Context: an optimization exercise on an open-source flow, tuned for small area. The choices shown serve that exercise and are no tape-out recipe. Function was checked by simulation only, so behaviour that the tests miss may differ from the original. The clock port is modelled as an ideal driver; clocking choices that lean on that would not hold on a real chip. Power is estimated from default activity; no workload was simulated.

== harbor ==
Design N64_Driver, start of the top module:
module N64_Driver(
input PCLK,
input PRESERN,
input PSEL,
input PENABLE,
output wire PREADY,
output wire PSLVERR,
input PWRITE,
input [31:0] PADDR,
input wire [31:0] PWDATA,
output reg [31:0] PRDATA,
input wire N64_data,
output wire N64_drive_low,
output reg FABINT
);
assign PREADY = 1'b1;
assign PSLVERR = 1'b0;
wire we    = PSEL & PENABLE & PWRITE;
wire wr0   = we & ~PADDR[3] & ~PADDR[2];
wire wr1   = we & ~PADDR[3] &  PADDR[2];
reg        en;
reg  [8:0] cmd;
reg        sending, receiving;
reg  [1:0] sph;        
reg  [6:0] scnt;       
reg  [5:0] bcnt;       
reg        nreg;
reg        lowa, lowb;  
reg        rcr;
reg  [7:0] rcnt;       
reg [31:0] sr;
wire start = we & ~sending;
wire fe    = lowa & lowb;    
wire s99   = scnt[6] & scnt[5] & scnt[1] & scnt[0];
wire s101  = scnt[6] & scnt[5] & scnt[2] & scnt[0];
wire swrap = (sph == 2'd3) ? s101 : s99;
wire s301  = (sph == 2'd3) & (scnt == 7'd0);
wire endsend = sending & s301 & bcnt[3];
wire rdone = receiving & bcnt[5];
wire ev200 = receiving & (rcnt[6:0] == 7'b1000001);
wire ev201 = receiving & (rcnt[7:1] == 7'b1000001);
wire rsat  = (rcnt[7:2] == 6'b000001) & ~rcnt[0];
reg [23:0] lf;
wire       lterm = (lf == 24'hc9adf3);
wire       itr   = FABINT & lterm;
wire       lfb   = ~(lf[23] ^ lf[22] ^ lf[21] ^ lf[16]);
wire l_go = PRESERN & en & ~lterm;
wire l_hd = PRESERN & ~itr & ~(en & ~lterm);
always @(posedge PCLK) lf <= ({24{l_go}} & {lf[22:0], lfb}) | ({24{l_hd}} & lf);
always @(posedge PCLK) begin
	if (~PRESERN)
		FABINT <= 1'b0;
	else if (en)
		FABINT <= lterm;
end
wire c_ld = PRESERN & wr0;
wire c_hd = PRESERN & ~wr0;
wire e_ld = PRESERN & wr1;
wire e_hd = PRESERN & ~wr1;
always @(posedge PCLK) begin
	cmd <= ({9{c_ld}} & PWDATA[8:0]) | ({9{c_hd}} & cmd);
	en <= (e_ld & PWDATA[0]) | (e_hd & en);
end
always @(posedge PCLK) begin
	if (~sending) begin
		sph <= 2'd3;
		scnt <= 7'd101;
	end else if (swrap) begin
		sph <= sph + 2'd1;
		scnt <= 7'd0;
	end else
		scnt <= scnt + 7'd1;
end
always @(posedge PCLK) begin
	lowa <= PRESERN & ~N64_data & (lowa | lowb);
	lowb <= PRESERN & ~N64_data & ~lowa;
end
always @(posedge PCLK) rcr <= fe & ~sending;
  ...
For scale: ~110 I/O pins.
Settings: LEC_CHECK=0, CAP_MARGIN=20, CORE_MARGIN=2, CORE_UTILIZATION=40, SLEW_MARGIN=20; clock period 10.0 ns.
standard.sh (not shown) runs the stock make flow with config.mk's settings and CLKGATE_MAP_FILE= SYNTH_SCRIPT=/design/flow/synth_recipe.tcl, a recipe that flattens the netlist after the stock synthesis.
==> flow/flow/run.sh <==
#!/bin/bash
# Standard ORFS layout with these changes, each tool logging to its own file here:
#  1. after the standard synthesis, its combinational logic is mapped again by
#     ABC for area (flow/remap.abc); the flip-flops are kept as they are;
#  2. flop next-state logic of the form D = (L1 & a) | (L2 & Q) is re-mapped onto
#     one a22o per flop with shared select gates, and dead or half-used cells
#     are trimmed (flow/surgery2.py); flip-flops are untouched;
#  3. a Yosys equivalence check compares the result with the standard netlist;
#     if it fails, the standard netlist is used as it is;
#  4. every input and output port still gets its own buffer, but a buf_1;
#  5. CTS builds the tree from clkbuf_4 and inserts no dummy loads; afterwards
#     clock buffers with a large fanout are upsized (flow/clkfix.tcl).
set -euo pipefail
HERE=$(pwd)
F=$HERE/flow
R=$HERE/orfs/results/${FLOW_PLATFORM}/N64_Driver/base
LIB=$FLOW_HOME/platforms/${FLOW_PLATFORM}/lib/sky130_fd_sc_hd__tt_025C_1v80.lib
YOSYS=$(command -v yosys || echo $FLOW_HOME/../tools/install/yosys/bin/yosys)
OPENROAD=$(command -v openroad || echo $FLOW_HOME/../tools/install/OpenROAD/bin/openroad)
DU=$(sed -n '/DONT_USE_CELLS/,/^$/p' $FLOW_HOME/platforms/${FLOW_PLATFORM}/config.mk | grep -o "sky130_fd_sc_hd__[a-z0-9_]*" | sed 's/^/-dont_use /' | tr '\n' ' ')
ARGS=(BUFFER_PORTS_ARGS="-buffer_cell sky130_fd_sc_hd__buf_1"
      CTS_ARGS="-sink_clustering_enable -repair_clock_nets -dont_use_dummy_load -buf_list {sky130_fd_sc_hd__clkbuf_4}")

bash standard.sh synth > $HERE/log_synth.txt 2>&1
cp $R/1_2_yosys.v $HERE/netlist_std.v
python3 $F/genmodels.py $LIB $HERE/cell_models.v > $HERE/log_models.txt 2>&1

cat > $HERE/remap.ys <<EOY
read_liberty -lib $LIB
read_verilog $HERE/netlist_std.v
hierarchy -top $FLOW_TOP
techmap -map $HERE/cell_models.v
opt -fast
techmap
opt -fast
opt_clean -purge
abc -liberty $LIB $DU -script $F/remap.abc
opt_clean -purge
write_verilog -noattr -noexpr -nohex -nodec $HERE/netlist_remap.v
EOY
$YOSYS -s $HERE/remap.ys > $HERE/log_remap.txt 2>&1
python3 $F/surgery2.py $LIB $HERE/netlist_remap.v $HERE/netlist_rw.v > $HERE/log_surgery.txt 2>&1

cat > $HERE/equiv.ys <<EOY
read_liberty -ignore_miss_func $LIB
read_verilog $HERE/netlist_std.v
rename $FLOW_TOP gold
read_verilog $HERE/netlist_rw.v
rename $FLOW_TOP gate
flatten
opt_clean
equiv_make gold gate eq
hierarchy -top eq
equiv_simple -seq 2
equiv_induct
equiv_status -assert
EOY
if $YOSYS -s $HERE/equiv.ys > $HERE/log_equiv.txt 2>&1 && \
   [ "$(grep -c 'sky130_fd_sc_hd__df' $HERE/netlist_rw.v)" = "$(grep -c 'sky130_fd_sc_hd__df' $HERE/netlist_std.v)" ]; then
  cp $HERE/netlist_rw.v $R/1_2_yosys.v
  echo "using the rewritten netlist" > $HERE/log_choice.txt
else
  echo "equivalence check failed: using the standard netlist" > $HERE/log_choice.txt
fi
rm -f $R/1_synth.odb
bash standard.sh synth > $HERE/log_synth_odb.txt 2>&1
bash standard.sh "${ARGS[@]}" cts > $HERE/log_to_cts.txt 2>&1
CTS_ODB=$R/4_cts.odb LIB_FILE=$LIB CLK_MAX_FANOUT=11 CLK_BIG_BUF=sky130_fd_sc_hd__clkbuf_8 \
  $OPENROAD -no_init -exit $F/clkfix.tcl > $HERE/log_clkfix.txt 2>&1
bash standard.sh "${ARGS[@]}" finish > $HERE/log_layout.txt 2>&1
Other scripts of this flow, unchanged in this note and not shown: flow/flow/clkfix.tcl, flow/flow/genmodels.py, flow/flow/libparse.py, flow/flow/remap.abc, flow/flow/surgery2.py
harbor: flow completed, timing, DRC and antenna clean
Input changes introduced in nickel (baseline for comparison: harbor):
diff --git a/flow/flow/run.sh b/flow/flow/run.sh
--- a/flow/flow/run.sh
+++ b/flow/flow/run.sh
@@ -22 +22 @@
-      CTS_ARGS="-sink_clustering_enable -repair_clock_nets -dont_use_dummy_load -buf_list {sky130_fd_sc_hd__clkbuf_4}")
+      CTS_ARGS="-sink_clustering_enable -repair_clock_nets -dont_use_dummy_load -buf_list {sky130_fd_sc_hd__clkbuf_8} -sink_clustering_size 30 -sink_clustering_max_diameter 100 -sink_clustering_levels 1")
Findings:
- Measured against each other, nickel and harbor differ in final-layout clock-cell area share, the higher figure coming from nickel.
- Diff nickel and harbor: total power higher in nickel
- Per the comparison of nickel with harbor, fmax roughly the same, via count ~0 delta.
- Post-route worst hold slack was higher in harbor than in nickel.
- Between harbor and nickel, clock latency at the later pin of the worst-skew pair increased.
- nickel against harbor: hold path depth ~0 delta, post-route cell area saw an increase.

[port drivers added, routing unchanged]
The results above use ideal ports. As a check the final layouts listed here were re-extracted and re-timed, cells and wires unchanged.
Step 1, drivers: a clkbuf_16 drives PCLK and a buf_2 each remaining input, both assumed.
Step 2, shift: input delay + t, output delay - t, t = (earliest + latest rising clock arrival at the registers) / 2. This alone moves slack from input paths to output paths.
Three values: no drivers, after step 1, after step 2; two values: the first two.
| run | t (ns) | setup slack, ns | worst hold slack (ns) | slew at the worst register clock pin (ns) | cell pins on the clock port's net |
|---|---|---|---|---|---|
| harbor | 0.409 | 6.824 / 6.839 / 6.430 | 0.445 / 0.445 / 0.445 | 0.11 / 0.11 | 1 |
| nickel | 0.439 | 6.822 / 6.834 / 6.395 | 0.439 / 0.439 / 0.439 | 0.10 / 0.10 | 1 |
After both steps setup and hold are still met in every run listed. The setup slack of nickel, which loses most, moves by +0.012 ns with the drivers and by -0.427 ns with both steps.
